From an optimization exercise on the open Yosys and OpenROAD flow, aimed at small area, a short achievable clock period and few clock cycles per item; shortcuts taken in it are not production practice. In this exercise RTL edits were held to simulation tests only and were not proved equivalent to the original. In every run shown here, the design's own scripts or RTL, not TritonCTS, make the clock network. No driver is modelled on the clock port, so clock power and skew are understated where the tree is cut down; a real chip needs a root buffer or a tree. Power and IR drop assume default switching activity.

`design.v`:
```
`timescale 1ns / 1ps
module Int2Ieee754
#
(
	parameter	inputDataLength	=	32
)
(
    input 	CLK,
    input 	RST,
    input	[inputDataLength-1:0] 		IntInput,
    input	inputCS,
	 output	reg 	[31:0] 		Data754,
    output 	reg					outputCS
    );
reg per_inputCS;
always @(posedge CLK or negedge RST) begin
	if (!RST)
		per_inputCS <= 1'b0;
	else
		per_inputCS <= inputCS;
end
wire start = inputCS & ~per_inputCS;
always @(*) outputCS = start;
wire [31:0] x = IntInput;
wire [7:0]  nzn;
genvar g;
generate for (g = 0; g < 8; g = g + 1) begin : nib
	assign nzn[g] = |x[4*g+3:4*g];
end endgenerate
wire [7:0] sel;
assign sel[7] = start & nzn[7];
generate for (g = 0; g < 7; g = g + 1) begin : one
	assign sel[g] = start & nzn[g] & ~|nzn[7:g+1];
end endgenerate
reg [31:0] c;
integer i;
always @(*) begin
	c = 32'd0;
	for (i = 0; i < 8; i = i + 1)
		c = c | ({32{sel[i]}} & (x << (28 - 4*i)));
end
wire [2:0] pi;
assign pi[2] = |nzn[7:4];
assign pi[1] = nzn[7] | nzn[6] | (~|nzn[5:4] & (nzn[3] | nzn[2]));
assign pi[0] = nzn[7] | (~nzn[6] & nzn[5]) | (~|nzn[6:4] & nzn[3]) | (~|nzn[6:2] & nzn[1]);
wire       hold = ~start;
reg [26:0] rc;    
reg [2:0]  rp;
always @(posedge CLK) begin
	rc <= c[31:5] | ({27{hold}} & rc);
	if (start)
		rp <= pi;
end
wire        t3 = rc[26], t2 = rc[25], t1 = rc[24], t0 = rc[23];
wire [2:0]  rpm1 = rp - 3'd1;
wire        rp0  = ~|rp;
wire        s3 = t3, s2 = ~t3 & t2, s1 = ~t3 & ~t2 & t1, s0 = ~t3 & ~t2 & ~t1;
wire [22:0] f = ({23{s3}} & rc[25:3]) | ({23{s2}} & rc[24:2]) |
                ({23{s1}} & rc[23:1]) | ({23{s0}} & rc[22:0]);
wire        u  = t3 | t2 | t1;
wire        z0 = s0 & t0;               
wire [7:0]  e  = {u | (z0 & ~rp0), {2{z0 & rp0}},
                  ({3{u}} & rp) | ({3{z0 & ~rp0}} & rpm1) | {3{z0 & rp0}},
                  s3 | z0, s2 | z0};
always @(*) Data754 = {1'b0, e, f};
endmodule
```
`config.mk`:
```
export PLATFORM = sky130hd
export DESIGN_NAME = Int2Ieee754
export DESIGN_NICKNAME = Int2Ieee754
export VERILOG_FILES = /design/flow/design.v
export SDC_FILE = /design/flow/constraint.sdc
export NUM_CORES = 4
export LEC_CHECK = 0
export CAP_MARGIN = 20
export CORE_MARGIN = 2
export CORE_UTILIZATION = 30
export GPL_TIMING_DRIVEN = 0
export SETUP_SLACK_MARGIN = 1.75
export SLEW_MARGIN = 20
export TNS_END_PERCENT = 0
```
`standard.sh`:
```
#!/bin/bash
# synth_recipe.tcl (not shown) runs the flow's synth.tcl, then flattens the netlist and writes it again
# the make line also repeats each setting of config.mk as NAME=value (left out here)
make -C /OpenROAD-flow-scripts/flow DESIGN_CONFIG=/design/flow/config.mk WORK_HOME=/design/flow/orfs CLKGATE_MAP_FILE= SYNTH_SCRIPT=/design/flow/synth_recipe.tcl "${@:-finish}"
```
`flow/abc.script`:
```
strash
dc2
&get -n
&st
&dch
&nf -R 1000
&put
topo
```
`constraint.sdc`:
```
create_clock -name core_clock -period 4.0 [get_ports {CLK}]
set_input_delay 0.8000 -clock core_clock [delete_from_list [all_inputs] [get_ports {CLK}]]
set_output_delay 0.8000 -clock core_clock [all_outputs]
set_load 0.01 [all_outputs]
```
`flow/run.sh`:
```
#!/bin/bash
# The standard layout (standard.sh), with three changes:
#  - the port buffers are small buf_1 cells;
#  - synthesis maps the logic with flow/abc.script (an area-oriented ABC script)
#    instead of ORFS's abc_speed.script. Everything else in synthesis is
#    synth_recipe.tcl unchanged, so the registers are the standard synthesis's;
#  - the clock is distributed by flow/clock.tcl (a few clock buffers, each
#    driving the flip-flops near it) instead of TritonCTS's H-tree.
# Tool output goes to standard.log here and to the ORFS logs under orfs/logs.
set -e
here=$(pwd)
export BUFFER_PORTS_ARGS="-buffer_cell sky130_fd_sc_hd__buf_1"
export PRE_CTS_TCL=$here/flow/clock.tcl
{
  echo "proc abc {args} { set i [lsearch -exact \$args -script]; if {\$i >= 0} { lset args [expr {\$i + 1}] $here/flow/abc.script }; yosys abc {*}\$args }"
  cat synth_recipe.tcl
} > my_synth.tcl
sed "s#SYNTH_SCRIPT=[^ ]*#SYNTH_SCRIPT=$here/my_synth.tcl#" standard.sh > my_standard.sh
bash my_standard.sh > standard.log 2>&1
```
`flow/clock.tcl`:
```
# Clock distribution for this small design, in place of TritonCTS's H-tree:
# the clock sinks are split into two halves by position, and each half is
# driven by one clock buffer at its centroid; the clock port drives the two
# buffers. One buffer level, no dummy loads.
proc my_clock_buffers { clk_port buf_master nparts } {
  set block [ord::get_db_block]
  set master [[ord::get_db] findMaster $buf_master]
  set clknet [$block findNet $clk_port]
  set sinks [list]
  foreach it [$clknet getITerms] {
    set loc [[$it getInst] getLocation]
    lappend sinks [list $it [lindex $loc 0] [lindex $loc 1]]
  }
  # split along the wider axis
  set xs [lmap s $sinks {lindex $s 1}]
  set ys [lmap s $sinks {lindex $s 2}]
  set dx [expr {[tcl::mathfunc::max {*}$xs] - [tcl::mathfunc::min {*}$xs]}]
  set dy [expr {[tcl::mathfunc::max {*}$ys] - [tcl::mathfunc::min {*}$ys]}]
  set key [expr {$dx >= $dy ? 1 : 2}]
  set sorted [lsort -integer -index $key $sinks]
  set n [llength $sorted]
  for {set p 0} {$p < $nparts} {incr p} {
    set lo [expr {($p * $n) / $nparts}]
    set hi [expr {(($p + 1) * $n) / $nparts - 1}]
    set part [lrange $sorted $lo $hi]
    set sx 0; set sy 0
    foreach s $part { set sx [expr {$sx + [lindex $s 1]}]; set sy [expr {$sy + [lindex $s 2]}] }
    set m [llength $part]
    set inst [odb::dbInst_create $block $master clkbuf_leaf_$p]
    set net [odb::dbNet_create $block clknet_leaf_$p]
    $net setSigType CLOCK
    foreach s $part { set it [lindex $s 0]; $it disconnect; $it connect $net }
    [$inst findITerm A] connect $clknet
    [$inst findITerm X] connect $net
    $inst setLocation [expr {$sx / $m}] [expr {$sy / $m}]
    $inst setPlacementStatus PLACED
    puts "clock buffer clkbuf_leaf_$p ($buf_master) drives $m sinks"
  }
  $clknet setSigType CLOCK
}

my_clock_buffers CLK sky130_fd_sc_hd__clkbuf_8 3

# The clock buffers are in place; the CTS step keeps its repair and placement
# legalisation, but builds no tree of its own.
proc clock_tree_synthesis { args } {
  puts "clock_tree_synthesis: clock buffers placed by flow/clock.tcl"
  set_propagated_clock [all_clocks]
}
```
==> impl_metrics.json, run 1 <==
{
  "io_buffer_count": 66,
  "initial_core_util": 0.312,
  "synth.most_common_cell": "nand2_1",
  "setup_ws_ps": 1680,
  "peakVddDrop_mv": 0.135,
  "vias": 3035,
  "final_util": 0.469,
  "ios": 68,
  "clkLatencyLatePin_ps": 140,
  "synthDistinctLibCells": 29,
  "synth_common_cells": "nand2_1, a222oi_1, dfxtp_1, a22oi_1, nor2_1",
  "wl_met3_um": 1110,
  "synth_nets": 312,
  "power_density_nw_per_um2": 298,
  "setup_viol": 0,
  "skew_ps": 1.68,
  "grt_pass1_wl_um": 14800,
  "route.detailed.drc": 0,
  "via_per_inst": 6.34,
  "clkSlewWorstSetupHoldPaths_ps": 80,
  "grt_setup_unrepaired": "true",
  "grtUsageTotal": 0.236,
  "crit_fanout": 8,
  "synth.avg_cell_area_um2": 7.76,
  "fin_crit_sh": 0.579,
  "synth_top_area_share": 0.253,
  "status": "no timing/DRC/antenna violations",
  "final_max_slew_viol_count": 0,
  "worstHoldPathType": "input port to async pin",
  "fin_setup_tns_ps": 0,
  "wl_per_cell_um": 20.1,
  "synth-adder-area-share": 0.0117,
  "leakagePower_nw": 1.20,
  "antenna_found_initial": 0,
  "die_h_um": 88.4,
  "synth_xor_area_frac": 0.00410,
  "fin_crit_ps": 2320,
  "synth.area.top_cells": "dfxtp_1, a222oi_1, nand2_1",
  "rows": 30,
  "ys_seq_elements": 31,
  "worst_pin_slew_ps": 574,
  "core_um2": 6830,
  "synthCells": 275,
  "muxShareOfSynthArea": 0,
  "first_pass_iters": 8,
  "fmax_mhz": 432,
  "cp-end-kind": "flop",
  "critPathRequiredTime_ps": 4010,
  "n_antenna_cell": 0,
  "ys_warn_count": 1,
  "pre_cts_slack_ps": 1110,
  "drive_above_1_share": 0.206,
  "maxCapViolations": 0,
  "dp_hpwl_um": 5520,
  "max_slew_margin": 0.617,
  "path_cells": "clkbuf_2 -> or4_4 -> nor3b_4 -> buf_6 -> a222oi_1 -> nand2_1",
  "synth_edf_count": 3,
  "yosys.area_share.simple": 0.270,
  "startpoint_type": "input port",
  "synth_compound_area_frac": 0.388,
  "highest_layer": "met4",
  "final_nets": 422,
  "die_area_um2": 7810,
  "ant_nets": 0,
  "drtIter0Drc": 649,
  "cp_slowest_cell": "or4_4",
  "crit_type": "input port to flop",
  "synth-async-reset-ratio": 0.0323,
  "synth_top_family_by_area": "compound AO/OA/AOI/OAI gates",
  "met1_length_um": 3670,
  "area_growth_pct": 50.1,
  "report.power.total_mw": 0.954,
  "die_x_um": 88.4,
  "drt-total-wl_um": 9600,
  "grt_max_degree": 19,
  "wl_met2_um": 4620,
  "synth_area_um2": 2130,
  "routabilityCongestion": 0.817,
  "gr-total-overflow": 0,
  "hold_viol": 0,
  "critPathArrivalTime_ps": 2330,
  "yosysSeqAreaShare": 0.307,
  "first_global_vias": 2784,
  "yosysTopAreaCell": "dfxtp_1",
  "synth_flop_cell": "dfxtp_1",
  "slowest_delay_ps": 530
}
==> cell usage in the layout (no fill, tap or decap), types with 2 or more instances in the layout <==
cell,Yosys,layout
buf_1,0,60
a21oi_1,11,11
nor3b_4,0,3
nor2b_4,0,2
nand3_1,6,6
buf_2,0,2
a22oi_1,15,15
ha_1,2,2
nor2_2,0,3
or4_4,0,2
o22ai_1,4,4
clkbuf_8,0,3
clkbuf_2,0,3
clkinv_1,6,5
buf_6,0,4
nand2_2,0,2
nand2_1,91,88
nor2_1,12,7
dfxtp_4,0,3
a222oi_1,52,52
dfxtp_1,27,24
buf_4,2,26
nor4_4,0,7
nor2_4,0,4
a21o_1,5,5
buf_12,0,3
nand4_1,2,2
nand2b_1,3,2
nor3_4,0,5
a221oi_1,4,4
o21ai_0,5,5
edfxtp_1,3,3
==> metal layers <==
layer | GRT usage | vias to the layer above
met5 | 0 | -
met4 | 0.0634 | 0
met3 | 0.0373 | 22
met2 | 0.397 | 205
met1 | 0.315 | 1427
li1 | - | 1381
==> per-stage QoR <==
stage | instances | instance area (um2) | hold slack [ps]
after floorplan | 275 | 2250 | 455
after global placement | 437 | 2610 | 482
after detailed placement | 438 | 2640 | 479
after CTS | 465 | 3030 | 409
after global routing | 479 | 3200 | 402
final | 479 | 3200 | 405
==> flip-flops by register name, summed over array words and instances, names as in the netlist <==
name,cells
rc,27
rp,3
per_inputCS,1
==> layout make-up <==
type | instances | area (um2)
Timing Repair Buffer | 98 | 576
Multi-Input combinational cell | 243 | 1760
Tap cell | 96 | 120
Sequential cell | 31 | 667
Buffer | 5 | 56.3
Fill cell | 693 | 3630
Inverter | 6 | 25.0
==> final timing paths <==
check	startpoint	end	slack [ps]	cells after the start
setup / recovery	IntInput[6]	rc[20]	1680	6
hold / removal	RST	per_inputCS	410	1
setup reg to reg	per_inputCS	rc[20]	2070	8
hold reg to reg	rc[0]	rc[0]	500	2
max in group asynchronous	RST	per_inputCS	3500	1
min in group core_clock	rc[0]	rc[0]	500	2
==> power breakdown <==
group	leakage (nW)	switching (mW)	internal (mW)
registers	0.265	0.0698	0.356
clock network	0.0216	0.0911	0.0687
logic	0.915	0.206	0.163
total	1.20	0.367	0.588
==> cell families (layout without fill, tap and decap cells) <==
logic type / after synthesis / count (layout)
flops: 31 / 31
xor+xnor: 1 / 1
buf+inv: 8 / 109
other cells: 1 / 1
compound gates: 98 / 98
fa+ha+maj: 2 / 2
simple gates: 134 / 141
==> what timing repair did <==
action                     in CTS  in global routing
cloned                          7                  1
resized for setup              23                 19
setup buffers                  17                 13
hold buffers                    0                  0
setup endpoints to repair      59                 53
pin swaps                      12                 14
==> worst max-delay path: cells and delay by family <==
kind                   cells  cell delay (ps)
AO/OA/AOI/OAI              1              390
buffers and inverters      2              310
AND/OR/NAND/NOR            3              820
Testbench counts, summed over its fixed seeds: cycles 4,800, items 2,400.
==> run 2, diff against run 1 <==
--- a/config.mk
+++ b/config.mk
@@ -9,6 +9,6 @@
 export CORE_MARGIN = 2
 export CORE_UTILIZATION = 30
 export GPL_TIMING_DRIVEN = 0
-export SETUP_SLACK_MARGIN = 1.75
+export SETUP_SLACK_MARGIN = 1.9
 export SLEW_MARGIN = 20
 export TNS_END_PERCENT = 0
==> run 2 against run 1 <==
  * Critical path type unchanged
  * Final cell count down 0.84%
  * First-iteration DRC count grew 13%
  * Wire length is 1.7% higher
  * Largest cell class unchanged
  * Still clean on timing, DRC and antenna
  * Register-to-register slack improved by 140 ps
==> impl_metrics.json, run 2 <==
{
  "worst_pin_slew_ps": 554,
  "gr-total-overflow": 0,
  "die_area_um2": 7810,
  "antenna_found_initial": 0,
  "fin_crit_sh": 0.573,
  "reg2reg_slack_ps": 2210,
  "grt_max_degree": 17,
  "leakagePower_nw": 1.18,
  "synth.most_common_cell": "nand2_1",
  "power_density_nw_per_um2": 299,
  "synth_common_cells": "nand2_1, a222oi_1, dfxtp_1, a22oi_1, nor2_1",
  "core_um2": 6830,
  "synth_nets": 312,
  "grtUsageTotal": 0.249,
  "synth-async-reset-ratio": 0.0323,
  "clkSlewWorstSetupHoldPaths_ps": 80,
  "final_cells": 475,
  "fin_setup_tns_ps": 0,
  "final_cell_mix": "nand2_1, buf_1, a222oi_1",
  "startpoint_type": "input port",
  "pre_cts_slack_ps": 1080,
  "ant_nets": 0,
  "die_x_um": 88.4,
  "yosysSeqAreaShare": 0.307,
  "first_pass_iters": 8,
  "hold_viol": 0,
  "via_per_inst": 6.45,
  "top_register": "rc",
  "grt_pass1_wl_um": 15400,
  "first_global_vias": 2775,
  "reg2reg_depth": 8,
  "synthDistinctLibCells": 29,
  "ios": 68,
  "max_slew_margin": 0.627,
  "drive_above_1_share": 0.203,
  "skew_ps": 4.69,
  "ys_warn_count": 1,
  "largest_reg_flops": 27,
  "crit_type": "input port to flop",
  "dp_hpwl_um": 5640,
  "synthCells": 275,
  "synth_area_um2": 2130,
  "ys_seq_elements": 31,
  "synth.avg_cell_area_um2": 7.76,
  "setup_viol": 0,
  "synth_flop_cell": "dfxtp_1",
  "setup_ws_ps": 1710,
  "io_buffer_count": 66,
  "route.detailed.drc": 0,
  "yosysTopAreaCell": "dfxtp_1",
  "clkLatencyLatePin_ps": 140,
  "synth_top_area_share": 0.253,
  "timing.rr.end": "rc[15]",
  "cts_hold_buf": 0,
  "critPathLaunch": "IntInput[29]",
  "crit_fanout": 8,
  "wl_per_cell_um": 20.6,
  "drtIter0Drc": 732,
  "worstHoldPathType": "input port to async pin",
  "fmax_mhz": 436,
  "endpoint": "rc[20]",
  "maxCapViolations": 0,
  "critPathRequiredTime_ps": 4090,
  "grt_setup_unrepaired": "true",
  "peakVddDrop_mv": 0.132,
  "n_antenna_cell": 0,
  "rr_startpoint": "per_inputCS",
  "final_nets": 418,
  "fin_crit_ps": 2290,
  "area_growth_pct": 48.6,
  "rows": 30,
  "die_h_um": 88.4,
  "cp-end-kind": "flop",
  "status": "no timing/DRC/antenna violations",
  "initial_core_util": 0.312,
  "synth_edf_count": 3,
  "drt-total-wl_um": 9770,
  "holdWs_ps": 402,
  "critPathArrivalTime_ps": 2380,
  "reg.largest.list": "rc: 27 flops, rp: 3 flops, per_inputCS: 1 flops",
  "final_common_cell": "nand2_1",
  "synth.area.top_cells": "dfxtp_1, a222oi_1, nand2_1",
  "routabilityCongestion": 0.828,
  "final_max_slew_viol_count": 0,
  "placed_cells": 438,
  "vias": 3064
}
==> run 2: logic make-up after synthesis <==
logic type               synth area share
other                             0.00176
XOR/XNOR                          0.00410
buffers and inverters              0.0176
adder cells (fa/ha/maj)            0.0117
flip-flops                          0.307
AND/OR/NAND/NOR                     0.270
AO/OA/AOI/OAI                       0.388
==> run 2: timing repair <==
item | 4_1_cts | 5_1_grt
pin swaps | 24 | 7
buffers inserted | 25 | 2
setup endpoints to repair | 61 | 60
cloned | 7 | 0
resized for setup | 38 | 2
==> run 2: area by class of cell <==
type	count	area [um2]
inverters	6	27.5
plain buffers	5	56.3
well taps	96	120
multi-input cells	243	1760
repair buffers	94	542
fillers	704	3660
flip-flops and latches	31	664
==> run 2: layer usage <==
layer	wire, um	share of wire	track usage
met1	3810	0.39	0.348
met2	4860	0.50	0.424
met3	948	0.097	0.0271
met4	154	0.016	0.0386
met5	0	0	0
==> run 2: worst min-delay path by stage <==
stage | to | slack (ps)
after detailed placement | rc[0] | 490
final | per_inputCS | 400
after CTS | per_inputCS | 410
after floorplan | rc[0] | 450
after global placement | rc[0] | 480
after global routing | per_inputCS | 410
==> run 2: where the power goes <==
| group | internal, mW | switching (mW) | leakage, nW | total (mW) |
|---|---|---|---|---|
| clock network | 0.0688 | 0.0922 | 0.0216 | 0.161 |
| logic | 0.158 | 0.204 | 0.891 | 0.362 |
| registers | 0.355 | 0.0711 | 0.265 | 0.427 |
| total | 0.582 | 0.368 | 1.18 | 0.950 |
==> run 2: worst max-delay path: stages <==
cell and delay, ps:
buf_2 120, nor4_4 370, and2_4 250, nand4_1 110, buf_6 180, nor3b_4 180
buf_6 160, a222oi_1 110, nand2_1 100
==> run 2: per-stage QoR <==
step | utilization | instance area (um2) | total power, mW
after floorplan | - | 2260 | 0.599
after global placement | 0.385 | 2630 | 0.721
after detailed placement | 0.388 | 2650 | 0.729
after CTS | 0.461 | 3150 | 0.937
after global routing | 0.464 | 3170 | 1.00
final | 0.464 | 3170 | 0.950
==> run 3, diff against run 2 <==
--- a/config.mk
+++ b/config.mk
@@ -9,6 +9,5 @@
 export CORE_MARGIN = 2
 export CORE_UTILIZATION = 30
 export GPL_TIMING_DRIVEN = 0
-export SETUP_SLACK_MARGIN = 1.9
+export SETUP_SLACK_MARGIN = 1.45
 export SLEW_MARGIN = 20
-export TNS_END_PERCENT = 0
==> run 3 against run 2 <==
  * Still clean
  * Clock power about the same
  * Core utilization down 2.7 points
  * Worst hold slack better by 3.9 ps
  * Wire length decreased by 5.8%
  * Synthesized cell count unchanged
  * Via count down 3.5%
  * Clock skew rose by 1.7 ps
  * Final area decreased by 5.9%
  * Area after synthesis unchanged
  * Register-to-register slack worse by 270 ps
  * Critical path type unchanged
==> impl_metrics.json, run 3 <==
{
  "synth_area_um2": 2130,
  "worstHoldPathType": "input port to async pin",
  "initial_core_util": 0.312,
  "fin_crit_sh": 0.619,
  "synth-async-reset-ratio": 0.0323,
  "yosysSeqAreaShare": 0.307,
  "die_x_um": 88.4,
  "ios": 68,
  "yosysTopAreaCell": "dfxtp_1",
  "drt-total-wl_um": 9210,
  "maxCapViolations": 0,
  "cts_hold_buf": 0,
  "rows": 30,
  "n_antenna_cell": 0,
  "yosys.area_share.simple": 0.270,
  "clkLatencyLatePin_ps": 150,
  "report.power.total_mw": 0.926,
  "cp.depth": 8,
  "ant_nets": 0,
  "synth.most_common_cell": "nand2_1",
  "die_h_um": 88.4,
  "wl_met3_um": 964,
  "final_max_slew_viol_count": 0,
  "muxShareOfSynthArea": 0,
  "synth_xor_area_frac": 0.00410,
  "vias": 2956,
  "synth_common_cells": "nand2_1, a222oi_1, dfxtp_1, a22oi_1, nor2_1",
  "synth.avg_cell_area_um2": 7.76,
  "startpoint_type": "input port",
  "ys_warn_count": 1,
  "wl_per_cell_um": 20.0,
  "p_int_mw": 0.567,
  "highest_layer": "met4",
  "drive_above_1_share": 0.135,
  "final_nets": 403,
  "top_register": "rc",
  "first_global_vias": 2656,
  "status": "no timing/DRC/antenna violations",
  "seqPwrFrac": 0.470,
  "route.detailed.drc": 0,
  "hold_viol": 0,
  "met1_length_um": 3700,
  "drtIter0Drc": 661,
  "crit_type": "input port to flop",
  "synth.area.top_cells": "dfxtp_1, a222oi_1, nand2_1",
  "via_per_inst": 6.43,
  "synth_compound_area_frac": 0.388,
  "synth_top_family_by_area": "compound AO/OA/AOI/OAI gates",
  "timing.rr.end": "rc[16]",
  "slowest_delay_ps": 400,
  "final_common_cell": "nand2_1",
  "synth_flop_cell": "dfxtp_1",
  "critPathArrivalTime_ps": 2560,
  "synth_edf_count": 3,
  "switching_share": 0.388,
  "fin_setup_tns_ps": 0,
  "design_area_um2": 2980,
  "critPathLaunch": "IntInput[28]",
  "rr_startpoint": "per_inputCS",
  "power_density_nw_per_um2": 310,
  "first_pass_iters": 10,
  "fin_crit_ps": 2470,
  "clkSlewWorstSetupHoldPaths_ps": 80,
  "gr-total-overflow": 0,
  "p_switching_mw": 0.359,
  "grt_setup_unrepaired": "true",
  "grtUsageTotal": 0.227,
  "cp-end-kind": "flop",
  "largest_reg_flops": 27,
  "routabilityCongestion": 0.844,
  "fmax_mhz": 404,
  "max_slew_margin": 0.600,
  "leakagePower_nw": 1.06,
  "power_frac_clock": 0.176,
  "wl_met2_um": 4400,
  "io_buffer_count": 66,
  "pwr-share-comb": 0.353,
  "reg2reg_slack_ps": 1940,
  "peakVddDrop_mv": 0.139,
  "antenna_found_initial": 0,
  "die_area_um2": 7810,
  "synth_nets": 312,
  "critical-path-top-delay-family": "simple AND/OR/NAND/NOR gates",
  "path_cells": "buf_1 -> nor4_4 -> and2_2 -> nand4_1 -> buf_4 -> nor3b_4 -> a222oi_1 -> nand2_1",
  "area_growth_pct": 39.8,
  "cp_slowest_cell": "nor4_4",
  "ys_seq_elements": 31,
  "reg.largest.list": "rc: 27 flops, rp: 3 flops, per_inputCS: 1 flops",
  "synthCells": 275,
  "grt_max_degree": 34,
  "final_cell_mix": "nand2_1, buf_1, a222oi_1",
  "skew_ps": 6.35,
  "synthDistinctLibCells": 29,
  "placed_area_um2": 2600,
  "crit_fanout": 8,
  "synth-adder-area-share": 0.0117,
  "core_um2": 6830,
  "reg2reg_depth": 8,
  "grt_pass1_wl_um": 14200,
  "endpoint": "rc[21]",
  "synth_top_area_share": 0.253,
  "critPathRequiredTime_ps": 4090,
  "worst_pin_slew_ps": 598,
  "path_buf_inv": 2,
  "setup_viol": 0,
  "dp_hpwl_um": 5510
}
-- run 3: power by group through the flow --
stage	combinational [mW]	sequential, mW	clock [mW]
detailed placement	0.295	0.429	0
finish	0.327	0.435	0.163
global route	0.362	0.443	0.173
CTS	0.315	0.430	0.159
global placement	0.290	0.427	0
floorplan	0.192	0.404	0
-- run 3: cells by family after synthesis --
kind of cell	after synthesis
other cells	1
flops	31
fa+ha+maj	2
compound gates	98
buf+inv	8
xor+xnor	1
simple gates	134
-- run 3: stage by stage --
stage               instances  hold slack, ps   util  setup WS, ps
finish                    460             406  0.437          1530
global route              460             406  0.437          1410
CTS                       453             409  0.423          1450
detailed placement        438             482  0.381           784
global placement          437             472  0.377           825
floorplan                 275             455      -          1400
-- run 3: repair_timing --
action / 4_1_cts / 5_1_grt
endpoints found under the setup margin: 58 / 39
pin swaps: 7 / 3
cloned: 5 / 1
buffers inserted: 7 / 6
resized for setup: 22 / 7
-- run 3: how the worst min path moves through the flow --
stage / start / endpoint / slack (ps) / cells past startpoint
3_5_place_dp: rc[0] / rc[0] / 480 / 2
5_1_grt: RST / per_inputCS / 410 / 1
2_1_floorplan: rc[0] / rc[0] / 450 / 2
6_report: RST / per_inputCS / 410 / 1
3_3_place_gp: rc[0] / rc[0] / 470 / 2
4_1_cts: RST / per_inputCS / 410 / 1
-- run 3: layout make-up --
type	count	area, um2
Sequential cell	31	661
Fill cell	717	3850
Inverter	6	23.8
Multi-Input combinational cell	242	1730
Buffer	5	56.3
Tap cell	96	120
Timing Repair Buffer	80	398
-- run 3: metal layers --
metal / vias up / global-route usage
met2: 198 / 0.364
met5: - / 0
met1: 1393 / 0.323
met4: 0 / 0.0606
li1: 1348 / -
met3: 17 / 0.0261
==> run 4, diff against run 3 <==
--- a/config.mk
+++ b/config.mk
@@ -7,7 +7,7 @@
 export LEC_CHECK = 0
 export CAP_MARGIN = 20
 export CORE_MARGIN = 2
-export CORE_UTILIZATION = 30
+export CORE_UTILIZATION = 35
 export GPL_TIMING_DRIVEN = 0
 export SETUP_SLACK_MARGIN = 1.45
 export SLEW_MARGIN = 20
==> run 4 against run 3 <==
  * Still clean
  * Combinational power about the same
  * First-iteration DRC count up 3.2%
  * Power down 0.38%
  * Core utilization up 5.6 points
  * Critical endpoint is now rc[25]
==> impl_metrics.json, run 4 <==
{
  "drt-total-wl_um": 9100,
  "report.power.total_mw": 0.923,
  "critPathArrivalTime_ps": 2540,
  "die_h_um": 82.1,
  "ant_nets": 0,
  "die_area_um2": 6740,
  "final_util": 0.493,
  "grt_pass1_wl_um": 13700,
  "gr-total-overflow": 0,
  "worstHoldPathType": "input port to async pin",
  "synth_nets": 312,
  "final_max_slew_viol_count": 0,
  "max_slew_margin": 0.599,
  "crit_type": "input port to flop",
  "critical-path-top-delay-family": "simple AND/OR/NAND/NOR gates",
  "route.detailed.drc": 0,
  "pre_cts_slack_ps": 778,
  "pwr-share-comb": 0.351,
  "fin_crit_ps": 2460,
  "final_cells": 439,
  "final_cell_mix": "nand2_1, buf_1, a222oi_1",
  "setup_ws_ps": 1540,
  "yosysSeqAreaShare": 0.307,
  "crit_top_cell": "nor4_4",
  "slowest_delay_ps": 570,
  "clkSlewWorstSetupHoldPaths_ps": 80,
  "maxCapViolations": 0,
  "grt_max_degree": 34,
  "synth.most_common_cell": "nand2_1",
  "cp-end-kind": "flop",
  "ios": 68,
  "routabilityCongestion": 0.829,
  "first_pass_iters": 13,
  "drive_above_1_share": 0.135,
  "path_buf_inv": 2,
  "reg.largest.list": "rc: 27 flops, rp: 3 flops, per_inputCS: 1 flops",
  "placed_cells": 417,
  "synth-async-reset-ratio": 0.0323,
  "final_nets": 403,
  "fin_setup_tns_ps": 0,
  "grtUsageTotal": 0.260,
  "hold_viol": 0,
  "setup_viol": 0,
  "crit_fanout": 5,
  "synth_top_area_share": 0.253,
  "vias": 2935,
  "synth.area.top_cells": "dfxtp_1, a222oi_1, nand2_1",
  "largest_reg_flops": 27,
  "antenna_found_initial": 0,
  "clkLatencyLatePin_ps": 150,
  "synth.avg_cell_area_um2": 7.76,
  "power_density_nw_per_um2": 316,
  "final_common_cell": "nand2_1",
  "critPathRequiredTime_ps": 4080,
  "via_per_inst": 6.69,
  "leakagePower_nw": 1.05,
  "synth_flop_cell": "dfxtp_1",
  "status": "no timing/DRC/antenna violations",
  "initial_core_util": 0.361,
  "fin_crit_sh": 0.616,
  "seqPwrFrac": 0.472,
  "synth_common_cells": "nand2_1, a222oi_1, dfxtp_1, a22oi_1, nor2_1",
  "switching_share": 0.388,
  "skew_ps": 7.42,
  "core_um2": 5920,
  "worst_pin_slew_ps": 600,
  "startpoint_type": "input port",
  "synthDistinctLibCells": 29,
  "wl_per_cell_um": 20.7,
  "yosysTopAreaCell": "dfxtp_1",
  "cp_slowest_cell": "nor4_4",
  "ys_warn_count": 1,
  "power_frac_clock": 0.177,
  "rows": 28,
  "io_buffer_count": 66,
  "peakVddDrop_mv": 0.145,
  "synth_area_um2": 2130,
  "top_register": "rc",
  "area_growth_pct": 36.8,
  "synthCells": 275,
  "path_cells": "buf_1 -> nor4_4 -> nand4_1 -> buf_4 -> nor4_4 -> a222oi_1 -> nand2_1",
  "synth_edf_count": 3,
  "p_int_mw": 0.565,
  "ys_seq_elements": 31,
  "die_x_um": 82.1,
  "n_antenna_cell": 0,
  "fmax_mhz": 406,
  "grt_setup_unrepaired": "false",
  "p_switching_mw": 0.358,
  "dp_hpwl_um": 5430,
  "drtIter0Drc": 682,
  "first_global_vias": 2542
}
[run 4: cell counts after synthesis]
Identical to the previous run, type by type.
[run 4: power by group through the flow]
stage	clock network (mW)	registers, mW	logic (mW)
after detailed placement	0	0.429	0.293
after global routing	0.180	0.441	0.360
after global placement	0	0.427	0.289
after CTS	0.163	0.431	0.312
after floorplan	0	0.404	0.192
final	0.164	0.435	0.324
[run 4: cell type report]
| cell class | instances | area [um2] |
|---|---|---|
| Buffer | 5 | 56.3 |
| Fill cell | 627 | 3000 |
| Inverter | 6 | 23.8 |
| Multi-Input combinational cell | 243 | 1720 |
| Sequential cell | 31 | 661 |
| Tap cell | 75 | 93.8 |
| Timing Repair Buffer | 79 | 362 |
[run 4: through the flow]
step	hold WS, ps	cell area, um2
2_1_floorplan	455	2210
3_3_place_gp	475	2550
5_1_grt	402	2920
3_5_place_dp	480	2570
4_1_cts	407	2830
6_report	405	2920
[run 4: metal layers]
| layer | GRT usage | vias to the layer above | part of all wire |
|---|---|---|---|
| li1 | - | 1349 | - |
| met1 | 0.392 | 1380 | 0.40 |
| met2 | 0.407 | 190 | 0.47 |
| met3 | 0.0250 | 16 | 0.11 |
| met4 | 0.0433 | 0 | 0.012 |
| met5 | 0 | - | 0 |
[run 4: worst paths after layout]
kind,startpoint,endpoint,slack (ps),depth (start not counted)
min in group core_clock,rc[0],rc[0],490,2
min,RST,per_inputCS,410,1
max in group asynchronous,RST,per_inputCS,3500,1
max,IntInput[20],rc[25],1540,7
min reg2reg,rc[0],rc[0],490,2
max reg2reg,per_inputCS,rc[16],1990,8
[run 4: worst register-to-register path, stage by stage (launching register included)]
cell and delay [ps]:
dfrtp_1 410, nand2b_4 280, clkinv_2 200, nand2_2 250
nor3_4 80, buf_4 170, a22oi_1 190, nand2_1 70
a221o_1 260
[run 4: cells by family (layout without fill, tap and decap cells)]
| kind of cell | count (synthesis) | in the layout | share of synthesized area |
|---|---|---|---|
| compound gates | 98 | 98 | 0.388 |
| xor+xnor | 1 | 1 | 0.00410 |
| fa+ha+maj | 2 | 2 | 0.0117 |
| buf+inv | 8 | 90 | 0.0176 |
| flops | 31 | 31 | 0.307 |
| other cells | 1 | 1 | 0.00176 |
| simple gates | 134 | 141 | 0.270 |
[run 4: repair_timing]
action                     CTS  global route
hold endpoints to repair     0             0
hold buffers                 0             0
pin swaps                    7             4
gates resized for setup     22             6
setup endpoints to repair   58            37
gates cloned                 5             2
setup buffers                6             6
==> run 5, diff against run 4 <==
--- a/config.mk
+++ b/config.mk
@@ -7,7 +7,7 @@
 export LEC_CHECK = 0
 export CAP_MARGIN = 20
 export CORE_MARGIN = 2
-export CORE_UTILIZATION = 35
-export GPL_TIMING_DRIVEN = 0
+export CORE_UTILIZATION = 30
+export GPL_TIMING_DRIVEN = 1
 export SETUP_SLACK_MARGIN = 1.45
 export SLEW_MARGIN = 20
==> run 5 against run 4 <==
  * Clock skew shrank 5.2 ps
  * Flip-flop and latch count unchanged
  * Setup slack improved by 22 ps
  * Wire length down 3.3%
  * Power fell by 2.4%
  * Worst hold slack improved by 3.3 ps
  * Final area is 0.17% lower
  * Clock power decreased by 2%
  * Register-to-register slack better by 150 ps
  * Final cell count is 4.8% higher
  * Global-route usage decreased by 4.9 points
  * Highest routed layer unchanged
==> impl_metrics.json, run 5 <==
{
  "drt-total-wl_um": 8800,
  "clkSlewWorstSetupHoldPaths_ps": 80,
  "grt_max_degree": 32,
  "final_util": 0.427,
  "timing.rr.end": "rc[16]",
  "synth_top_area_share": 0.253,
  "final_common_cell": "nand2_1",
  "slowest_delay_ps": 410,
  "synthCells": 275,
  "die_h_um": 88.4,
  "wl_per_cell_um": 19.1,
  "cts_hold_buf": 0,
  "power_density_nw_per_um2": 309,
  "switching_share": 0.383,
  "maxCapViolations": 0,
  "seqPwrFrac": 0.475,
  "final_nets": 403,
  "p_int_mw": 0.555,
  "startpoint_type": "input port",
  "crit_top_cell": "buf_4",
  "hold_viol": 0,
  "routabilityCongestion": 0.876,
  "largest_reg_flops": 27,
  "leakagePower_nw": 1.04,
  "critPathLaunch": "IntInput[27]",
  "p_switching_mw": 0.345,
  "io_buffer_count": 66,
  "fin_setup_tns_ps": 0,
  "initial_core_util": 0.312,
  "final_max_slew_viol_count": 0,
  "cp-end-kind": "flop",
  "peakVddDrop_mv": 0.107,
  "grtUsageTotal": 0.211,
  "ant_nets": 0,
  "drtIter0Drc": 567,
  "yosysSeqAreaShare": 0.307,
  "pwr-share-comb": 0.348,
  "die_area_um2": 7810,
  "core_um2": 6830,
  "max_slew_margin": 0.622,
  "final_cell_mix": "nand2_1, buf_1, a222oi_1",
  "route.detailed.drc": 0,
  "synth_flop_cell": "dfxtp_1",
  "setup_viol": 0,
  "yosysTopAreaCell": "dfxtp_1",
  "drive_above_1_share": 0.126,
  "synth_area_um2": 2130,
  "critPathArrivalTime_ps": 2480,
  "via_per_inst": 6.34,
  "area_growth_pct": 36.5,
  "synth.most_common_cell": "nand2_1",
  "report.power.total_mw": 0.900,
  "synth-async-reset-ratio": 0.0323,
  "rows": 30,
  "dp_hpwl_um": 5650,
  "reg2reg_depth": 8,
  "grt_setup_unrepaired": "false",
  "antenna_found_initial": 0,
  "power_frac_clock": 0.178,
  "rr_startpoint": "per_inputCS",
  "synth.area.top_cells": "dfxtp_1, a222oi_1, nand2_1",
  "cp_slowest_cell": "nor4_4",
  "worstHoldPathType": "input port to async pin",
  "first_global_vias": 2559,
  "status": "no timing/DRC/antenna violations",
  "skew_ps": 2.25,
  "ys_seq_elements": 31,
  "gr-total-overflow": 0,
  "crit_type": "input port to flop",
  "design_area_um2": 2910,
  "die_x_um": 88.4,
  "synth_common_cells": "nand2_1, a222oi_1, dfxtp_1, a22oi_1, nor2_1",
  "fmax_mhz": 410,
  "first_pass_iters": 10,
  "ys_warn_count": 1,
  "n_antenna_cell": 0,
  "synth_edf_count": 3,
  "synth.avg_cell_area_um2": 7.76,
  "fin_crit_sh": 0.610,
  "worst_pin_slew_ps": 565,
  "grt_pass1_wl_um": 13400,
  "fin_crit_ps": 2440,
  "path_cells": "clkbuf_2 -> nor4_4 -> buf_4 -> nor2_4 -> buf_4 -> a222oi_1 -> nand2_1 -> a221o_1",
  "reg2reg_slack_ps": 2140,
  "synthDistinctLibCells": 29,
  "synth_nets": 312,
  "vias": 2915,
  "placed_area_um2": 2600,
  "ios": 68,
  "critPathRequiredTime_ps": 4030,
  "reg.largest.list": "rc: 27 flops, rp: 3 flops, per_inputCS: 1 flops",
  "clkLatencyLatePin_ps": 140,
  "top_register": "rc",
  "crit_fanout": 15
}
-- run 5: cell counts after synthesis --
No cell type changed its count.
-- run 5: power groups by stage --
| stage | Combinational, mW | Sequential (mW) | Clock (mW) |
|---|---|---|---|
| 4_1_cts | 0.308 | 0.425 | 0.162 |
| 2_1_floorplan | 0.192 | 0.404 | 0 |
| 6_report | 0.313 | 0.427 | 0.160 |
| 3_5_place_dp | 0.299 | 0.428 | 0 |
| 5_1_grt | 0.346 | 0.433 | 0.173 |
| 3_3_place_gp | 0.297 | 0.426 | 0 |
-- run 5: layer usage --
layer / track usage / up-vias / routed length (um)
li1: - / 1331 / -
met1: 0.302 / 1385 / 3620
met2: 0.351 / 183 / 4140
met3: 0.0177 / 16 / 866
met4: 0.0386 / 0 / 177
met5: 0 / - / 0
-- run 5: cell type report --
type                       count  area (um2)
timing repair buffer          86         428
tap                           96         120
buffer                         3        41.3
inverter                       6        23.8
multi-input combinational    238        1640
fill                         733        3920
sequential                    31         659
-- run 5: logic make-up after synthesis --
group / share of synthesized area
compound gates: 0.388
other cells: 0.00176
simple gates: 0.270
fa+ha+maj: 0.0117
xor+xnor: 0.00410
buf+inv: 0.0176
flops: 0.307
-- run 5: worst max-delay path: cells and delay by family --
family          cells  cell delay (ps)
compound gates      2              550
buf+inv             3              540
simple gates        3              570
-- run 5: worst max path at each step --
stage	end	slack [ps]	cells after the start
5_1_grt	Data754[3]	1460	5
4_1_cts	rc[16]	1450	9
3_3_place_gp	rc[22]	950	7
6_report	rc[16]	1560	8
3_5_place_dp	rc[22]	860	7
2_1_floorplan	Data754[29]	1400	4
-- run 5: what timing repair did --
action / in CTS / in global routing
cloned: 2 / 0
gates resized for setup: 14 / 10
setup buffers: 8 / 6
setup endpoints to repair: 54 / 23
pin swaps: 6 / 7
-- run 5: through the flow --
step           hold WS (ps)  worst slack (ps)  instances
2_1_floorplan           455              1400        275
3_3_place_gp            483               949        441
3_5_place_dp            478               863        441
4_1_cts                 412              1450        454
5_1_grt                 411              1460        460
6_report                408              1560        460
==> run 6, diff against run 5 <==
--- a/config.mk
+++ b/config.mk
@@ -9,5 +9,6 @@
 export CORE_MARGIN = 2
 export CORE_UTILIZATION = 30
 export GPL_TIMING_DRIVEN = 1
-export SETUP_SLACK_MARGIN = 1.45
+export SETUP_SLACK_MARGIN = 1.75
 export SLEW_MARGIN = 20
+export TNS_END_PERCENT = 0
==> run 6 against run 5 <==
  * Core utilization increased by 3.9 points
  * Critical path depth decreased by 2
  * Power increased by 3.2%
  * Final area increased by 9.1%
  * Flip-flop and latch count unchanged
  * Sequential power decreased by 0.9%
  * First-iteration DRC count increased by 31%
  * Global-route usage increased by 1.9 points
  * Critical path type unchanged
==> impl_metrics.json, run 6 <==
{
  "critical-path-top-delay-family": "simple AND/OR/NAND/NOR gates",
  "power_density_nw_per_um2": 292,
  "reg.largest.list": "rc: 27 flops, rp: 3 flops, per_inputCS: 1 flops",
  "rows": 30,
  "final_cell_mix": "nand2_1, buf_1, a222oi_1",
  "met2_usage": 0.381,
  "setup_ws_ps": 1700,
  "final_common_cell": "nand2_1",
  "largest_reg_flops": 27,
  "clkSlewWorstSetupHoldPaths_ps": 70,
  "slowest_delay_ps": 570,
  "leakagePower_nw": 1.22,
  "synth.avg_cell_area_um2": 7.76,
  "synth_flop_cell": "dfxtp_1",
  "synth_top_area_share": 0.253,
  "routabilityCongestion": 0.856,
  "crit_fanout": 8,
  "ys_seq_elements": 31,
  "area_growth_pct": 48.9,
  "io_buffer_count": 66,
  "vias": 3087,
  "peakVddDrop_mv": 0.122,
  "maxCapViolations": 0,
  "drt-total-wl_um": 9260,
  "busiest_layer": "met2",
  "reg2reg_depth": 8,
  "route.detailed.drc": 0,
  "fmax_mhz": 434,
  "grt_use_met3": 0.0224,
  "grtUsageTotal": 0.230,
  "ios": 68,
  "die_x_um": 88.4,
  "synth-async-reset-ratio": 0.0323,
  "ys_warn_count": 1,
  "initial_core_util": 0.312,
  "worst_pin_slew_ps": 508,
  "fin_setup_tns_ps": 0,
  "fin_crit_ps": 2300,
  "n_antenna_cell": 0,
  "synth.most_common_cell": "nand2_1",
  "startpoint_type": "input port",
  "die_area_um2": 7810,
  "yosysSeqAreaShare": 0.307,
  "clkLatencyLatePin_ps": 140,
  "synth_nets": 312,
  "ant_nets": 0,
  "crit_type": "input port to flop",
  "drtIter0Drc": 744,
  "cp.depth": 6,
  "top_register": "rc",
  "worstHoldPathType": "input port to async pin",
  "path_cells": "clkbuf_4 -> or4_4 -> nor3b_4 -> buf_6 -> a222oi_1 -> nand2_1",
  "wl_per_cell_um": 19.3,
  "max_slew_margin": 0.662,
  "synth.area.top_cells": "dfxtp_1, a222oi_1, nand2_1",
  "hold_viol": 0,
  "cp_slowest_cell": "or4_4",
  "synth_edf_count": 3,
  "skew_ps": 8.61,
  "path_buf_inv": 2,
  "via_per_inst": 6.43,
  "grt_max_degree": 24,
  "setup_viol": 0,
  "report.power.total_mw": 0.929,
  "drive_above_1_share": 0.214,
  "grt_use_met1": 0.316,
  "pre_cts_slack_ps": 1150,
  "grt_pass1_wl_um": 14400,
  "synthDistinctLibCells": 29,
  "gr-total-overflow": 0,
  "synthCells": 275,
  "status": "no timing/DRC/antenna violations",
  "antenna_found_initial": 0,
  "synth_common_cells": "nand2_1, a222oi_1, dfxtp_1, a22oi_1, nor2_1",
  "dp_hpwl_um": 5660,
  "core_um2": 6830,
  "first_pass_iters": 10,
  "grt_setup_unrepaired": "true",
  "fin_crit_sh": 0.576,
  "first_global_vias": 2766,
  "die_h_um": 88.4,
  "final_nets": 423,
  "synth_area_um2": 2130,
  "critPathRequiredTime_ps": 4020,
  "yosysTopAreaCell": "dfxtp_1",
  "cp-end-kind": "flop",
  "critPathArrivalTime_ps": 2320,
  "final_max_slew_viol_count": 0
}
-- run 6: cell counts after synthesis --
No cell type changed its count.
-- run 6: path summary, 6_finish.rpt --
| kind | startpoint | endpoint | slack [ps] |
|---|---|---|---|
| max | IntInput[6] | rc[21] | 1700 |
| min | RST | per_inputCS | 410 |
| max reg2reg | per_inputCS | rc[16] | 2110 |
| min reg2reg | rc[0] | rc[0] | 500 |
| max in group asynchronous | RST | per_inputCS | 3490 |
| min in group core_clock | rc[0] | rc[0] | 500 |
-- run 6: timing repair --
action	CTS	global route
hold endpoints to repair	0	0
hold buffers	0	0
buffers inserted	24	9
setup endpoints to repair	58	48
cloned	6	0
gates resized for setup	28	15
pin swaps	14	13
-- run 6: report_power, final --
group | internal [mW] | leakage, nW | switching (mW)
sequential | 0.356 | 0.265 | 0.0676
clock | 0.0687 | 0.0216 | 0.0902
combinational | 0.149 | 0.932 | 0.199
-- run 6: final cells by class --
| class | count | area, um2 |
|---|---|---|
| fill | 709 | 3650 |
| inverter | 6 | 23.8 |
| sequential | 31 | 664 |
| tap | 96 | 120 |
| multi-input combinational | 241 | 1730 |
| timing repair buffer | 103 | 596 |
| buffer | 3 | 41.3 |
-- run 6: cells by family (layout without fill, tap and decap cells) --
group | count (synthesis) | in the layout | synth area share
DFF | 31 | 31 | 0.307
adders and majority gates | 2 | 2 | 0.0117
and+or+nand+nor | 134 | 139 | 0.270
AOI/OAI and AO/OA | 98 | 98 | 0.388
xor gates and xnor gates | 1 | 1 | 0.00410
buffers and inverters | 8 | 112 | 0.0176
other | 1 | 1 | 0.00176
-- run 6: metrics by stage --
stage,instance area [um2],utilization,hold slack [ps],std cells
3_3_place_gp,2620,0.384,487,438
4_1_cts,3060,0.448,413,471
2_1_floorplan,2250,-,455,275
6_report,3180,0.465,411,480
3_5_place_dp,2620,0.384,486,438
5_1_grt,3180,0.465,413,480
-- run 6: worst reg2reg max path: cells and delay by family (launching register included) --
family | cells | cell delay [ps]
AOI/OAI and AO/OA | 2 | 540
buffers and inverters | 2 | 330
DFF | 1 | 440
and+or+nand+nor | 4 | 490
-- run 6: routing by layer --
metal / part of all wire / vias to the layer above / wire length [um]
met3: 0.10 / 24 / 958
met1: 0.39 / 1456 / 3630
met2: 0.48 / 220 / 4410
met4: 0.028 / 0 / 260
met5: 0 / - / 0
li1: - / 1387 / -
==> run 7, diff against run 6 <==
--- a/config.mk
+++ b/config.mk
@@ -11,4 +11,3 @@
 export GPL_TIMING_DRIVEN = 1
 export SETUP_SLACK_MARGIN = 1.75
 export SLEW_MARGIN = 20
-export TNS_END_PERCENT = 0
==> run 7 against run 6 <==
  * Flip-flop and latch count is the same
  * Sequential share of layout area shrank 0.99 points
  * Still clean
  * Final cell count grew 1.3%
  * Global-route usage shrank 0.36 points
  * Critical path type unchanged
  * Worst hold slack lost 13 ps
  * Area after synthesis is the same
  * Synthesized cell count is the same
  * Die area is the same
  * Clock power is essentially flat
  * Sequential power is essentially flat
==> impl_metrics.json, run 7 <==
{
  "status": "no timing/DRC/antenna violations",
  "switching_share": 0.381,
  "synth.most_common_cell": "nand2_1",
  "final_max_slew_viol_count": 0,
  "route.detailed.drc": 0,
  "ys_seq_elements": 31,
  "synth.avg_cell_area_um2": 7.76,
  "synth_edf_count": 3,
  "fin_crit_sh": 0.576,
  "ys_warn_count": 1,
  "synthDistinctLibCells": 29,
  "reg.largest.list": "rc: 27 flops, rp: 3 flops, per_inputCS: 1 flops",
  "power_density_nw_per_um2": 295,
  "drive_above_1_share": 0.259,
  "ios": 68,
  "yosysTopAreaCell": "dfxtp_1",
  "multi_input_area_um2": 1760,
  "first_global_vias": 2617,
  "via_per_inst": 6.43,
  "clkSlewWorstSetupHoldPaths_ps": 80,
  "antenna_found_initial": 0,
  "initial_core_util": 0.312,
  "p_switching_mw": 0.375,
  "reg2reg_depth": 8,
  "grt_max_degree": 24,
  "fin_crit_ps": 2300,
  "slowest_delay_ps": 360,
  "n_antenna_cell": 0,
  "synth_common_cells": "nand2_1, a222oi_1, dfxtp_1, a22oi_1, nor2_1",
  "grtUsageTotal": 0.227,
  "final_util": 0.489,
  "skew_ps": 3.38,
  "synth-async-reset-ratio": 0.0323,
  "synth_nets": 312,
  "path_cells": "buf_8 -> nor4_4 -> and2_4 -> nand4_1 -> buf_6 -> nor3b_4 -> a222oi_1 -> nand2_1",
  "yosysSeqAreaShare": 0.307,
  "io_buffer_count": 66,
  "die_x_um": 88.4,
  "critPathRequiredTime_ps": 4090,
  "ant_nets": 0,
  "rows": 30,
  "p_int_mw": 0.609,
  "synth_flop_cell": "dfxtp_1",
  "worst_pin_slew_ps": 581,
  "synth.area.top_cells": "dfxtp_1, a222oi_1, nand2_1",
  "startpoint_type": "input port",
  "leakagePower_nw": 1.31,
  "timing.rr.end": "rc[16]",
  "reg2reg_slack_ps": 2160,
  "crit_type": "input port to flop",
  "core_um2": 6830,
  "seqPwrFrac": 0.428,
  "clkLatencyLatePin_ps": 140,
  "max_slew_margin": 0.613,
  "crit_fanout": 8,
  "layout.area.seq_um2": 664,
  "synth_area_um2": 2130,
  "design_area_um2": 3340,
  "largest_reg_flops": 27,
  "setup_viol": 0,
  "area_growth_pct": 56.4,
  "placed_area_um2": 2650,
  "critPathLaunch": "IntInput[30]",
  "first_pass_iters": 14,
  "grt_setup_unrepaired": "true",
  "peakVddDrop_mv": 0.165,
  "final_common_cell": "nand2_1",
  "drtIter0Drc": 662,
  "cp_slowest_cell": "nor3b_4",
  "synthCells": 275,
  "die_h_um": 88.4,
  "vias": 3125,
  "grt_pass1_wl_um": 14100,
  "top_register": "rc",
  "rr_startpoint": "per_inputCS",
  "fmax_mhz": 434,
  "routabilityCongestion": 0.845,
  "worstHoldPathType": "input port to async pin",
  "final_nets": 429,
  "fillers": 674,
  "dp_hpwl_um": 5690,
  "synth_top_area_share": 0.253,
  "pwr-share-comb": 0.408,
  "hold_viol": 0,
  "gr-total-overflow": 0,
  "cp-end-kind": "flop",
  "drt-total-wl_um": 9860,
  "power_frac_clock": 0.164,
  "fin_setup_tns_ps": 0,
  "critPathArrivalTime_ps": 2390,
  "final_cell_mix": "nand2_1, a222oi_1, buf_1",
  "die_area_um2": 7810,
  "maxCapViolations": 0,
  "wl_per_cell_um": 20.3
}
-- run 7: cell counts after synthesis --
Identical to the previous run, type by type.
-- run 7: timing repair --
action	CTS	global route
endpoints found under the hold margin	0	0
setup endpoints to repair	52	33
hold buffers	0	0
cloned	4	5
pin swaps	19	24
buffers inserted	23	13
gates resized for setup	40	32
-- run 7: worst max-delay path by stage --
| stage | endpoint | slack (ps) |
|---|---|---|
| detailed placement | rc[16] | 1180 |
| floorplan | rc[16] | 1660 |
| global placement | rc[21] | 1140 |
| CTS | rc[26] | 1760 |
| finish | rc[20] | 1700 |
| global route | rc[26] | 1640 |
-- run 7: power groups by stage --
stage	Sequential, mW	Clock, mW	Combinational (mW)
after floorplan	0.406	0	0.196
after global placement	0.431	0	0.298
after detailed placement	0.431	0	0.299
after CTS	0.420	0.161	0.362
after global routing	0.426	0.172	0.435
final	0.421	0.162	0.401
-- run 7: area by class of cell --
class,count,share of cell area
sequential,31,0.199
tap,96,0.0360
timing repair buffer,109,0.217
inverter,6,0.00712
multi-input combinational,241,0.528
buffer,3,0.0124
-- run 7: stage by stage --
step	worst slack [ps]	std cells	hold WS (ps)	total power, mW
finish	1700	486	398	0.984
floorplan	1660	275	455	0.602
CTS	1760	468	400	0.943
detailed placement	1180	438	483	0.730
global placement	1140	438	486	0.728
global route	1640	486	402	1.03
-- run 7: worst max-delay path: cells and delay by family --
| kind | cells | cell delay, ps |
|---|---|---|
| and+or+nand+nor | 5 | 1130 |
| buffers and inverters | 2 | 270 |
| AOI/OAI and AO/OA | 1 | 200 |
-- run 7: cells by family (layout without fill, tap and decap cells) --
logic type | after synthesis | after routing | synth area share
other cells | 1 | 1 | 0.00176
buf+inv | 8 | 118 | 0.0176
compound gates | 98 | 98 | 0.388
fa+ha+maj | 2 | 2 | 0.0117
xor+xnor | 1 | 1 | 0.00410
simple gates | 134 | 139 | 0.270
flops | 31 | 31 | 0.307
-- run 7: routing by layer --
| metal | part of all wire | GRT usage |
|---|---|---|
| met5 | 0 | 0 |
| met4 | 0.0079 | 0.0455 |
| met3 | 0.11 | 0.0205 |
| met2 | 0.47 | 0.360 |
| met1 | 0.41 | 0.336 |
==> run 8, diff against run 7 <==
--- a/config.mk
+++ b/config.mk
@@ -8,6 +8,7 @@
 export CAP_MARGIN = 20
 export CORE_MARGIN = 2
 export CORE_UTILIZATION = 30
-export GPL_TIMING_DRIVEN = 1
-export SETUP_SLACK_MARGIN = 1.75
+export GPL_TIMING_DRIVEN = 0
+export SETUP_SLACK_MARGIN = 1.6
 export SLEW_MARGIN = 20
+export TNS_END_PERCENT = 0
==> run 8 against run 7 <==
  * Combinational power decreased by 11%
  * Power decreased by 4.6%
  * Final area decreased by 7.8%
  * Flip-flop and latch count unchanged
  * Sequential share of layout area increased by 1.6 points
  * Die area unchanged
  * Global-route usage increased by 0.81 points
==> impl_metrics.json, run 8 <==
{
  "gr-total-overflow": 0,
  "max_slew_margin": 0.593,
  "fmax_mhz": 413,
  "crit_fanout": 8,
  "design_area_um2": 3080,
  "drt-total-wl_um": 9790,
  "clkSlewWorstSetupHoldPaths_ps": 70,
  "placed_area_um2": 2630,
  "pre_cts_slack_ps": 948,
  "first_pass_iters": 13,
  "first_global_vias": 2795,
  "die_x_um": 88.4,
  "synth_common_cells": "nand2_1, a222oi_1, dfxtp_1, a22oi_1, nor2_1",
  "path_cells": "buf_1 -> nor4_4 -> buf_4 -> nand4_1 -> buf_6 -> nor3b_4 -> a222oi_1 -> nand2_1",
  "routabilityCongestion": 0.878,
  "power_density_nw_per_um2": 305,
  "worst_pin_slew_ps": 609,
  "antenna_found_initial": 0,
  "setup_ws_ps": 1580,
  "grt_max_degree": 34,
  "io_buffer_count": 66,
  "synthDistinctLibCells": 29,
  "critPathLaunch": "IntInput[18]",
  "area_growth_pct": 44.3,
  "critPathRequiredTime_ps": 4080,
  "cp-end-kind": "flop",
  "rr_startpoint": "per_inputCS",
  "final_nets": 414,
  "peakVddDrop_mv": 0.113,
  "ant_nets": 0,
  "top_register": "rc",
  "placed_cells": 438,
  "path_buf_inv": 3,
  "grtUsageTotal": 0.235,
  "synth-async-reset-ratio": 0.0323,
  "holdWs_ps": 409,
  "synth_area_um2": 2130,
  "grt_setup_unrepaired": "true",
  "synth.most_common_cell": "nand2_1",
  "startpoint_type": "input port",
  "cp_slowest_cell": "nor3b_4",
  "synth_nets": 312,
  "status": "no timing/DRC/antenna violations",
  "grt_pass1_wl_um": 14700,
  "wl_per_cell_um": 20.8,
  "final_max_slew_viol_count": 0,
  "final_common_cell": "nand2_1",
  "drtIter0Drc": 643,
  "initial_core_util": 0.312,
  "largest_reg_flops": 27,
  "drive_above_1_share": 0.165,
  "vias": 3079,
  "worstHoldPathType": "input port to async pin",
  "synthCells": 275,
  "fin_crit_sh": 0.606,
  "synth_flop_cell": "dfxtp_1",
  "dp_hpwl_um": 5560,
  "yosysTopAreaCell": "dfxtp_1",
  "fillers": 740,
  "final_cells": 471,
  "skew_ps": 5.37,
  "rows": 30,
  "hold_viol": 0,
  "fin_crit_ps": 2420,
  "core_um2": 6830,
  "clkLatencyLatePin_ps": 140,
  "multi_input_area_um2": 1750,
  "ys_seq_elements": 31,
  "route.detailed.drc": 0,
  "crit_type": "input port to flop",
  "via_per_inst": 6.54,
  "yosysSeqAreaShare": 0.307,
  "critical-path-top-delay-family": "simple AND/OR/NAND/NOR gates",
  "final_util": 0.451,
  "maxCapViolations": 0,
  "fin_setup_tns_ps": 0,
  "setup_viol": 0,
  "final_cell_mix": "nand2_1, buf_1, a222oi_1",
  "layout.area.seq_um2": 662,
  "die_area_um2": 7810,
  "critPathArrivalTime_ps": 2510,
  "synth_top_area_share": 0.253,
  "synth_edf_count": 3,
  "leakagePower_nw": 1.13,
  "die_h_um": 88.4,
  "n_antenna_cell": 0,
  "slowest_delay_ps": 370,
  "synth.avg_cell_area_um2": 7.76,
  "reg.largest.list": "rc: 27 flops, rp: 3 flops, per_inputCS: 1 flops",
  "report.power.total_mw": 0.939,
  "ys_warn_count": 1,
  "ios": 68,
  "synth.area.top_cells": "dfxtp_1, a222oi_1, nand2_1"
}
## run 8: power by group
part	internal, mW	leakage, nW	total, mW	switching [mW]
clock	0.0687	0.0216	0.157	0.0882
combinational	0.152	0.842	0.356	0.204
sequential	0.355	0.264	0.426	0.0702
total	0.576	1.13	0.939	0.363
## run 8: final timing paths
| check | end | slack, ps | cells past startpoint |
|---|---|---|---|
| max in group asynchronous | per_inputCS | 3490 | 1 |
| setup reg to reg | rc[21] | 2080 | 7 |
| min in group core_clock | rc[0] | 510 | 2 |
| setup / recovery | rc[21] | 1580 | 8 |
| hold reg to reg | rc[0] | 510 | 2 |
| hold / removal | per_inputCS | 410 | 1 |
## run 8: per-layer routing
metal / part of all wire / wire [um] / up-vias / global-route usage
met5: 0 / 0 / - / 0
met4: 0.027 / 262 / 0 / 0.0702
met3: 0.10 / 1010 / 33 / 0.0326
met2: 0.48 / 4680 / 230 / 0.392
met1: 0.39 / 3830 / 1449 / 0.315
li1: - / - / 1367 / -
## run 8: cells by family after synthesis
group,count (synthesis),synth area share
buffers and inverters,8,0.0176
and+or+nand+nor,134,0.270
DFF,31,0.307
xor gates and xnor gates,1,0.00410
other,1,0.00176
AOI/OAI and AO/OA,98,0.388
adders and majority gates,2,0.0117
## run 8: final cells by class
class / instances / share of cell area
flip-flops and latches: 31 / 0.215
repair buffers: 90 / 0.152
plain buffers: 5 / 0.0183
multi-input cells: 243 / 0.567
inverters: 6 / 0.00813
well taps: 96 / 0.0390
## run 8: what timing repair did
| action | CTS | global route |
|---|---|---|
| gates cloned | 7 | 0 |
| setup endpoints to repair | 58 | 51 |
| pin swaps | 8 | 6 |
| setup buffers | 9 | 14 |
| gates resized for setup | 19 | 9 |
| hold buffers | 0 | 0 |
==> run 9, diff against run 8 <==
--- a/config.mk
+++ b/config.mk
@@ -8,7 +8,7 @@
 export CAP_MARGIN = 20
 export CORE_MARGIN = 2
 export CORE_UTILIZATION = 30
-export GPL_TIMING_DRIVEN = 0
+export GPL_TIMING_DRIVEN = 1
 export SETUP_SLACK_MARGIN = 1.6
 export SLEW_MARGIN = 20
 export TNS_END_PERCENT = 0
==> run 9 against run 8 <==
  * Final cell count shrank 1.9%
  * Maximum frequency rose by 2.2%
  * Combinational power down 6.7%
  * Largest power group unchanged
  * Global-route usage is 2.2 points lower
  * Area after synthesis unchanged
  * Final area down 4.3%
  * Via count is 4.4% lower
  * Synthesized cell count unchanged
  * Still clean
  * Power down 3.0%
  * Die area unchanged
  * Worst hold slack lost 2.0 ps
==> impl_metrics.json, run 9 <==
{
  "ys_seq_elements": 31,
  "setup_viol": 0,
  "first_pass_iters": 10,
  "synth_nets": 312,
  "synth.most_common_cell": "nand2_1",
  "synthCells": 275,
  "grt_max_degree": 31,
  "maxCapViolations": 0,
  "yosysSeqAreaShare": 0.307,
  "via_per_inst": 6.37,
  "fmax_mhz": 422,
  "synth_area_um2": 2130,
  "critPathRequiredTime_ps": 3200,
  "routabilityCongestion": 0.894,
  "skew_ps": 2.85,
  "synth-async-reset-ratio": 0.0323,
  "slowest_delay_ps": 220,
  "die_area_um2": 7810,
  "grt_pass1_wl_um": 13300,
  "die_h_um": 88.4,
  "max_slew_margin": 0.654,
  "clkSlewWorstSetupHoldPaths_ps": 80,
  "n_antenna_cell": 0,
  "top_register": "rc",
  "final_common_cell": "nand2_1",
  "synthDistinctLibCells": 29,
  "die_x_um": 88.4,
  "wl_per_cell_um": 19.3,
  "ios": 68,
  "path_cells": "buf_2 -> nand2b_4 -> clkinv_2 -> buf_1",
  "cp-end-kind": "primary output",
  "reg2reg_slack_ps": 1990,
  "startpoint_type": "input port",
  "core_um2": 6830,
  "ant_nets": 0,
  "status": "no timing/DRC/antenna violations",
  "area_growth_pct": 38.0,
  "rr_startpoint": "per_inputCS",
  "power_density_nw_per_um2": 309,
  "crit_fanout": 16,
  "yosysTopAreaCell": "dfxtp_1",
  "gr-total-overflow": 0,
  "io_buffer_count": 66,
  "ys_warn_count": 1,
  "cp_slowest_cell": "clkinv_2",
  "synth.avg_cell_area_um2": 7.76,
  "vias": 2943,
  "first_global_vias": 2480,
  "timing.rr.end": "rc[16]",
  "crit_type": "input port to primary output",
  "leakagePower_nw": 1.06,
  "drtIter0Drc": 571,
  "grtUsageTotal": 0.213,
  "antenna_found_initial": 0,
  "multi_input_area_um2": 1670,
  "synth_flop_cell": "dfxtp_1",
  "synth_edf_count": 3,
  "clkLatencyLatePin_ps": 140,
  "drt-total-wl_um": 8910,
  "critPathLaunch": "inputCS",
  "route.detailed.drc": 0,
  "synth_common_cells": "nand2_1, a222oi_1, dfxtp_1, a22oi_1, nor2_1",
  "final_util": 0.431,
  "fin_crit_ps": 2370,
  "final_cell_mix": "nand2_1, buf_1, a222oi_1",
  "worst_pin_slew_ps": 514,
  "initial_core_util": 0.312,
  "layout.area.seq_um2": 662,
  "critPathArrivalTime_ps": 1570,
  "reg.largest.list": "rc: 27 flops, rp: 3 flops, per_inputCS: 1 flops",
  "hold_viol": 0,
  "rows": 30,
  "grt_setup_unrepaired": "true",
  "synth_top_area_share": 0.253,
  "final_max_slew_viol_count": 0,
  "final_nets": 405,
  "fin_crit_sh": 0.593,
  "reg2reg_depth": 7,
  "report.power.total_mw": 0.911,
  "worstHoldPathType": "input port to async pin",
  "dp_hpwl_um": 5630,
  "drive_above_1_share": 0.142,
  "peakVddDrop_mv": 0.121,
  "largest_reg_flops": 27,
  "fillers": 728,
  "fin_setup_tns_ps": 0,
  "synth.area.top_cells": "dfxtp_1, a222oi_1, nand2_1"
}
run 9: worst max path at each step:
stage	to	slack (ps)	cells past startpoint
after floorplan	Data754[29]	1600	4
after global placement	rc[13]	1060	8
after detailed placement	rc[13]	1040	8
after CTS	Data754[25]	1580	6
after global routing	rc[20]	1600	8
final	outputCS	1630	4
run 9: cell type report:
| class | count | area share |
|---|---|---|
| multi-input combinational | 239 | 0.567 |
| sequential | 31 | 0.225 |
| timing repair buffer | 87 | 0.145 |
| tap | 96 | 0.0408 |
| buffer | 3 | 0.0140 |
| inverter | 6 | 0.00807 |
run 9: repair_timing:
action / in CTS / in global routing
hold endpoints to repair: 0 / 0
gates cloned: 3 / 0
resized for setup: 14 / 12
setup buffers: 10 / 6
setup endpoints to repair: 54 / 44
hold buffers: 0 / 0
pin swaps: 7 / 10
run 9: logic make-up after synthesis:
kind of cell | synth area share
and+or+nand+nor | 0.270
adders and majority gates | 0.0117
xor gates and xnor gates | 0.00410
DFF | 0.307
AOI/OAI and AO/OA | 0.388
other | 0.00176
buffers and inverters | 0.0176
run 9: layer usage:
metal | up-vias | track usage | wire, um | part of all wire
met1 | 1409 | 0.298 | 3590 | 0.40
met2 | 178 | 0.344 | 4210 | 0.47
met4 | 0 | 0.0551 | 193 | 0.022
li1 | 1345 | - | - | -
met3 | 11 | 0.0299 | 915 | 0.10
met5 | - | 0 | 0 | 0
run 9: report_power, final:
part           internal (mW)  total, mW  switching (mW)
Combinational          0.140      0.332           0.192
Sequential             0.355      0.419          0.0635
Clock                 0.0687      0.159          0.0907
run 9: critical path: cells and delay by family:
family	cells	cell delay (ps)
buffers and inverters	3	560
AND/OR/NAND/NOR	1	210
run 9: metrics by stage:
| stage | instances | worst slack [ps] | hold slack, ps | cell area, um2 |
|---|---|---|---|---|
| 3_3_place_gp | 440 | 1060 | 476 | 2620 |
| 2_1_floorplan | 275 | 1600 | 455 | 2230 |
| 5_1_grt | 462 | 1600 | 407 | 2950 |
| 6_report | 462 | 1630 | 407 | 2950 |
| 4_1_cts | 456 | 1580 | 408 | 2840 |
| 3_5_place_dp | 440 | 1040 | 480 | 2620 |

what the ideal ports hide:
The flow's constraints put no driver on any port. The routed layouts listed below were extracted and timed again, unchanged, in two steps.
Step 1 assumes that a clkbuf_16 drives the clock port and a buf_2 every other input.
Step 2 adds t to the input delays and takes it off the output delays; t is the mean of the earliest and latest rising clock arrival at the registers after step 1. Input paths then give back, and output paths get back, about the clock's delay inside the block.
Three values: ideal, step 1, step 2; two values: the first two.
run	t (ns)	setup slack, ns	latest minus earliest clock arrival (ns)	worst data-port slew with drivers (ns)	cell pins on the clock port's net
run 1	0.189	1.684 / 1.682 / 1.521	0.002 / 0.003	0.03	3
run 2	0.192	1.707 / 1.709 / 1.549	0.004 / 0.005	0.04	3
run 3	0.192	1.525 / 1.539 / 1.364	0.007 / 0.007	0.03	3
run 4	0.191	1.536 / 1.538 / 1.372	0.009 / 0.009	0.04	3
run 5	0.191	1.558 / 1.524 / 1.397	0.002 / 0.002	0.03	3
run 6	0.186	1.697 / 1.723 / 1.537	0.009 / 0.009	0.03	3
run 7	0.189	1.697 / 1.657 / 1.510	0.004 / 0.003	0.07	3
run 8	0.188	1.577 / 1.605 / 1.417	0.005 / 0.005	0.03	3
run 9	0.184	1.630 / 1.612 / 1.480	0.003 / 0.004	0.03	3
After both steps setup and hold are still met in every run listed. For run 7, which loses most, drivers alone change the setup slack by -0.040 ns; drivers and shift together by -0.187 ns.
